Source: an optimization exercise on an open RTL-to-GDS flow (aim: small area). Production flows keep margins and buffers that such runs may drop.
Where RTL was checked, it was by simulation tests only, not by an equivalence proof against the original.
The flow treats the clock pin as an ideal source. Dropping or thinning the clock tree relies on that and would not hold on a real chip.
Power is estimated from default activity; no workload was simulated.

## run 1
// sound_main
module sound_main(
	input  wire       clock,
	input  wire       reset,
	input  wire       mode_8chans,
	input  wire       mode_pan4ch,
	input  wire       mode_inv7b,
	input  wire       in_wrtoggle,
	input  wire       in_datnvol,
	input  wire [2:0] in_wraddr,
	input  wire [7:0] in_data,
	output wire       dac_clock,
	output wire       dac_leftright,
	output wire       dac_data
);
	reg [2:0] fifth;
	reg [6:0] sync;
	wire f4 = fifth[2];
	always @(posedge clock)
	if( reset )
		fifth <= 3'd0;
	else if( f4 )
		fifth <= 3'd0;
	else
		fifth <= fifth + 3'd1;
	always @(posedge clock)
	if( reset )
		sync <= 7'd0;
	else if( f4 )
		sync <= sync + 7'd1;
	assign dac_clock     = sync[0];
	assign dac_leftright = sync[6];
	wire [5:0] s   = sync[5:0];
	wire       lrp = ~sync[6];
	wire [1:0] c   = s[3:2];  
	wire [2:0] psi = {s[2]^s[0], s[1], s[0]} + fifth;
	wire ev_vol = (s[5:4]==2'd0) & (
	              (s[3:0]==4'd0  & fifth==3'd1) |
	              (s[3:0]==4'd4  & fifth==3'd4) |
	              (s[3:0]==4'd9  & fifth==3'd2) |
	              (s[3:0]==4'd14 & fifth==3'd0) );
	reg ev_vol_d, ev_dat, ev_first;
	always @(posedge clock)
	begin
		ev_vol_d <= ev_vol;
		ev_dat   <= ev_vol_d;
		ev_first <= ev_dat;
	end
	wire active = (s < 6'd18);           
	wire clr0   = (s[5:2] == 4'd0);      
	wire load_int = f4 & (&s);
	reg        p1;
	reg        pend;
	reg [47:0] rv;  
	reg [63:0] rd;  
	wire       wreq = in_wrtoggle ^ p1;
	wire       at7  = ((in_wraddr ^ psi) == 3'd7);  
	wire       land = (wreq | pend) & at7;
	always @(posedge clock)
	begin
		p1   <= in_wrtoggle;
		pend <= (wreq | pend) & ~at7;
	end
	wire [5:0] ins_v = (land & ~in_datnvol) ? in_data[5:0] : rv[47:42];
	wire [7:0] ins_d = (land &  in_datnvol) ? in_data      : rd[63:56];
  ...
==> module sound_main, before the edit <==
module sound_main(
	input  wire       clock,
	input  wire       reset,
	input  wire       mode_8chans,
	input  wire       mode_pan4ch,
	input  wire       mode_inv7b,
	input  wire       in_wrtoggle,
	input  wire       in_datnvol,
	input  wire [2:0] in_wraddr,
	input  wire [7:0] in_data,
	output wire       dac_clock,
	output wire       dac_leftright,
	output wire       dac_data
);
	reg [2:0] fifth;
	reg [6:0] sync;
	wire f4 = fifth[2];
	always @(posedge clock)
	if( reset )
		fifth <= 3'd0;
	else if( f4 )
		fifth <= 3'd0;
	else
		fifth <= fifth + 3'd1;
	always @(posedge clock)
	if( reset )
		sync <= 7'd0;
	else if( f4 )
		sync <= sync + 7'd1;
	assign dac_clock     = sync[0];
	assign dac_leftright = sync[6];
	wire [5:0] s   = sync[5:0];
	wire       lrp = ~sync[6];
	wire [1:0] c   = s[3:2];  
	wire [2:0] psi = {s[2]^s[0], s[1], s[0]} + fifth;
	wire ev_vol = (s[5:4]==2'd0) & (
	              (s[3:0]==4'd0  & fifth==3'd1) |
	              (s[3:0]==4'd4  & fifth==3'd4) |
	              (s[3:0]==4'd9  & fifth==3'd2) |
	              (s[3:0]==4'd14 & fifth==3'd0) );
	reg ev_vol_d, ev_dat, ev_first;
	always @(posedge clock)
	begin
		ev_vol_d <= ev_vol;
		ev_dat   <= ev_vol_d;
		ev_first <= ev_dat;
	end
	wire active = (s < 6'd18);           
	wire clr0   = (s[5:2] == 4'd0);      
	wire load_int = f4 & (&s);
	reg        p1;
	reg        pend;
	reg [47:0] rv;  
	reg [63:0] rd;  
	wire       wreq = in_wrtoggle ^ p1;
	wire       at7  = ((in_wraddr ^ psi) == 3'd7);  
	wire       land = (wreq | pend) & at7;
	always @(posedge clock)
	begin
		p1   <= in_wrtoggle;
		pend <= (wreq | pend) & ~at7;
	end
	wire [5:0] ins_v = (land & ~in_datnvol) ? in_data[5:0] : rv[47:42];
	wire [7:0] ins_d = (land &  in_datnvol) ? in_data      : rd[63:56];
	always @(posedge clock)
	begin
		rv <= { rv[41:0], ins_v };
		rd <= { rd[55:0], ins_d };
	end
	wire       hv = c[1] & (mode_8chans | mode_pan4ch);
	wire [1:0] qv = {hv, 1'b0} + {1'b0, lrp} - {1'b0, c[1]};
	wire [1:0] qd = mode_8chans ? ( {1'b0, c[1]} + {1'b0, lrp} + 2'd1 ) :
	                mode_pan4ch ? 2'd1 :
	                              ( {1'b0, lrp} - {1'b0, c[1]} + 2'd1 );
	reg [5:0] vol_rd;
	reg [7:0] dat_rd;
	always @*
	begin
		case( qv )
		2'd0: vol_rd = rv[11:6];
		2'd1: vol_rd = rv[23:18];
		2'd2: vol_rd = rv[35:30];
		default: vol_rd = rv[47:42];
		endcase
		case( qd )
		2'd0: dat_rd = rd[15:8];
		2'd1: dat_rd = rd[31:24];
		2'd2: dat_rd = rd[47:40];
		default: dat_rd = rd[63:56];
		endcase
	end
	wire [2:0] av = { hv, lrp, c[0] };
	wire [2:0] ad = mode_8chans ? { c[1], lrp, c[0] } :
	                mode_pan4ch ? { 1'b0, c[1], c[0] } :
	                              { 1'b0, lrp, c[0] };
	wire fwd_v = pend & ~in_datnvol & (in_wraddr == av);
	wire fwd_d = pend &  in_datnvol & (in_wraddr == ad);
	reg  [5:0] vol;
	reg  [7:0] sh;
	reg  [6:0] sr;
	reg [22:0] ring;
	reg [15:0] word;
	always @(posedge clock)
	if( ev_vol )
		vol <= fwd_v ? in_data[5:0] : vol_rd;
	wire       od  = ring[0] & ~clr0;
	wire [5:0] add = sh[0] ? vol : 6'd0;
	wire [6:0] su  = sr[6:1] + add + {6'd0, od};
	wire sgn = sh[7] ^ (ev_first & ~mode_inv7b);
	always @(posedge clock)
	begin
		sr <= ev_dat ? 7'd0 : su;
		if( ev_dat )
			sh <= fwd_d ? in_data : dat_rd;
		else
			sh <= { sgn, sgn, sh[6:1] };
	end
	always @(posedge clock)
		ring <= { (active ? su[0] : ring[0]), ring[22:1] };
	integer m;
	always @(posedge clock)
	if( load_int )
		for( m=0; m<16; m=m+1 )
			word[m] <= ring[7 + ((16-m)%16)];
	wire [4:0] j = sync[5:1];
	assign dac_data = ( (j != 5'd0) && (j <= 5'd16) ) ? word[j[3:0]] : 1'b0;
endmodule
Settings: LEC_CHECK=0, CAP_MARGIN=20, CORE_MARGIN=2, CORE_UTILIZATION=80, SLEW_MARGIN=20; clock period 5.0 ns.
standard.sh (not shown) runs the stock make flow with config.mk's settings and CLKGATE_MAP_FILE= SYNTH_SCRIPT=/design/flow/synth_recipe.tcl, a recipe that flattens the netlist after the stock synthesis.
==> flow/flow/run.sh <==
#!/bin/bash
# Standard ORFS layout (standard.sh) with four changes:
#  - after the floorplan, the combinational logic is re-mapped for area
#    (flow/resynth.tcl); the registers are the standard synthesis's
#  - port buffers use the smallest buffer cell, buf_1
#  - after placement, combinational cells go back to their smallest size
#    where that keeps slew and capacitance within limits (flow/downsize.tcl)
#  - the clock tree is built by flow/cts.tcl instead of TritonCTS: the clock
#    port drives one root clock buffer, which drives one leaf clock buffer per
#    k-means cluster of registers (clusters of at most
#    ceil(registers/leaves)+1). The configurations below are tried from the
#    smallest up; the first whose worst register clock-pin slew (placement
#    estimate) is at most 112 ps is kept (routing adds up to ~10 ps).
# Synthesis, floorplan, placement, routing and finishing are standard.sh's.
set -euo pipefail
export BUFFER_PORTS_ARGS="-buffer_cell sky130_fd_sc_hd__buf_1"
bash standard.sh floorplan > flow_floorplan.log 2>&1
openroad -no_init -exit flow/resynth.tcl > flow_resynth.log 2>&1
bash standard.sh place > flow_place.log 2>&1
ok=0
n=0
for cfg in \
  "9 sky130_fd_sc_hd__clkbuf_8 sky130_fd_sc_hd__clkbuf_4 none 0" \
  "10 sky130_fd_sc_hd__clkbuf_8 sky130_fd_sc_hd__clkbuf_4 none 0" \
  "11 sky130_fd_sc_hd__clkbuf_8 sky130_fd_sc_hd__clkbuf_4 none 0" \
  "12 sky130_fd_sc_hd__clkbuf_8 sky130_fd_sc_hd__clkbuf_8 none 0" \
  "14 sky130_fd_sc_hd__clkbuf_8 sky130_fd_sc_hd__clkbuf_16 none 0" \
  "16 sky130_fd_sc_hd__clkbuf_8 sky130_fd_sc_hd__clkbuf_16 none 0" \
  "20 sky130_fd_sc_hd__clkbuf_8 sky130_fd_sc_hd__clkbuf_16 none 0"; do
  n=$((n+1))
  if MYCTS_CFG="$cfg" MYCTS_MAX_SLEW=0.112 openroad -no_init -exit flow/cts.tcl > flow_cts_$n.log 2>&1; then
    ok=1
    break
  fi
done
if [ $ok = 0 ]; then
  # fall back to the standard clock tree
  export CTS_ARGS="-sink_clustering_enable -repair_clock_nets -dont_use_dummy_load -buf_list sky130_fd_sc_hd__clkbuf_8"
fi
bash standard.sh finish > flow_finish.log 2>&1
Other scripts of this flow, unchanged in this note and not shown: flow/flow/cts.tcl, flow/flow/downsize.tcl, flow/flow/filter_lib.py, flow/flow/hafix.tcl, flow/flow/mycts.tcl, flow/flow/resynth.tcl
> inputs changed (run 1 -> run 2)
--- a/flow/design.v
+++ b/flow/design.v
@@ -59,5 +59,5 @@
 	begin
 		p1   <= in_wrtoggle;
-		pend <= (wreq | pend) & ~at7;
+		pend <= ~reset & (wreq | pend) & ~at7;
 	end
 	wire [5:0] ins_v = (land & ~in_datnvol) ? in_data[5:0] : rv[47:42];
@@ -105,10 +105,10 @@
 		vol <= fwd_v ? in_data[5:0] : vol_rd;
 	wire       od  = ring[0] & ~clr0;
-	wire [5:0] add = sh[0] ? vol : 6'd0;
+	wire [5:0] add = (sh[0] & active) ? vol : 6'd0;
 	wire [6:0] su  = sr[6:1] + add + {6'd0, od};
 	wire sgn = sh[7] ^ (ev_first & ~mode_inv7b);
 	always @(posedge clock)
 	begin
-		sr <= ev_dat ? 7'd0 : su;
+		sr <= (ev_dat | ~active) ? 7'd0 : su;
 		if( ev_dat )
 			sh <= fwd_d ? in_data : dat_rd;
@@ -117,5 +117,5 @@
 	end
 	always @(posedge clock)
-		ring <= { (active ? su[0] : ring[0]), ring[22:1] };
+		ring <= { su[0], ring[22:1] };
 	integer m;
 	always @(posedge clock)
Notes after the runs:
- Total internal power (run 2 vs. run 1) decreases by a few percent
- Changes observed in run 2 relative to run 1: floorplan core area has increased, final weighted congestion in routability-driven placement lower, required time at the endpoint of the critical path roughly the same, design area comparable, switching component of the power now smaller.
- Run 2 -> run 1: worst hold slack flat
- The post-synthesis mux area share was comparable across run 2 and run 1.
- Between run 2 and run 1, the sequential fraction of total cell area does not differ in any meaningful way.
- Run 2 vs run 1, total track usage went down by 2.0 points.
- Summary of run 2 over run 1: post-synthesis instance total now smaller; wire length now smaller.
- Changes observed in run 2 relative to run 1: utilization went down 3.2 points; die area has increased.
Function not checked in run 1: the RTL went through the layout flow alone. In every run of this note, the design's own scripts or RTL, not TritonCTS, make the clock network.

## port drivers added, routing unchanged
In the flow no input, the clock included, has a driving cell. The finished layouts below were timed again as built, in two steps.
Step 1 assumes that a clkbuf_16 drives the clock port and a buf_2 every other input.
Step 2 moves the port delays by t, midway between the first and last clock arrival at a register: inputs arrive t later, outputs are due t later. That takes back most of the time a late clock gives input paths.
a / b / c = no drivers / after step 1 / after step 2; a / b = the first two.
run	t (ns)	setup WS [ns]	slew at the worst register clock pin (ns)	worst slew at a driven data input, ns	pins driven straight from the clock port
run 1	0.542	1.027 / 1.000 / 1.360	0.11 / 0.11	0.04	1
run 2	0.550	1.126 / 1.095 / 1.332	0.11 / 0.11	0.04	1
After both steps setup and hold are still met in every run listed.
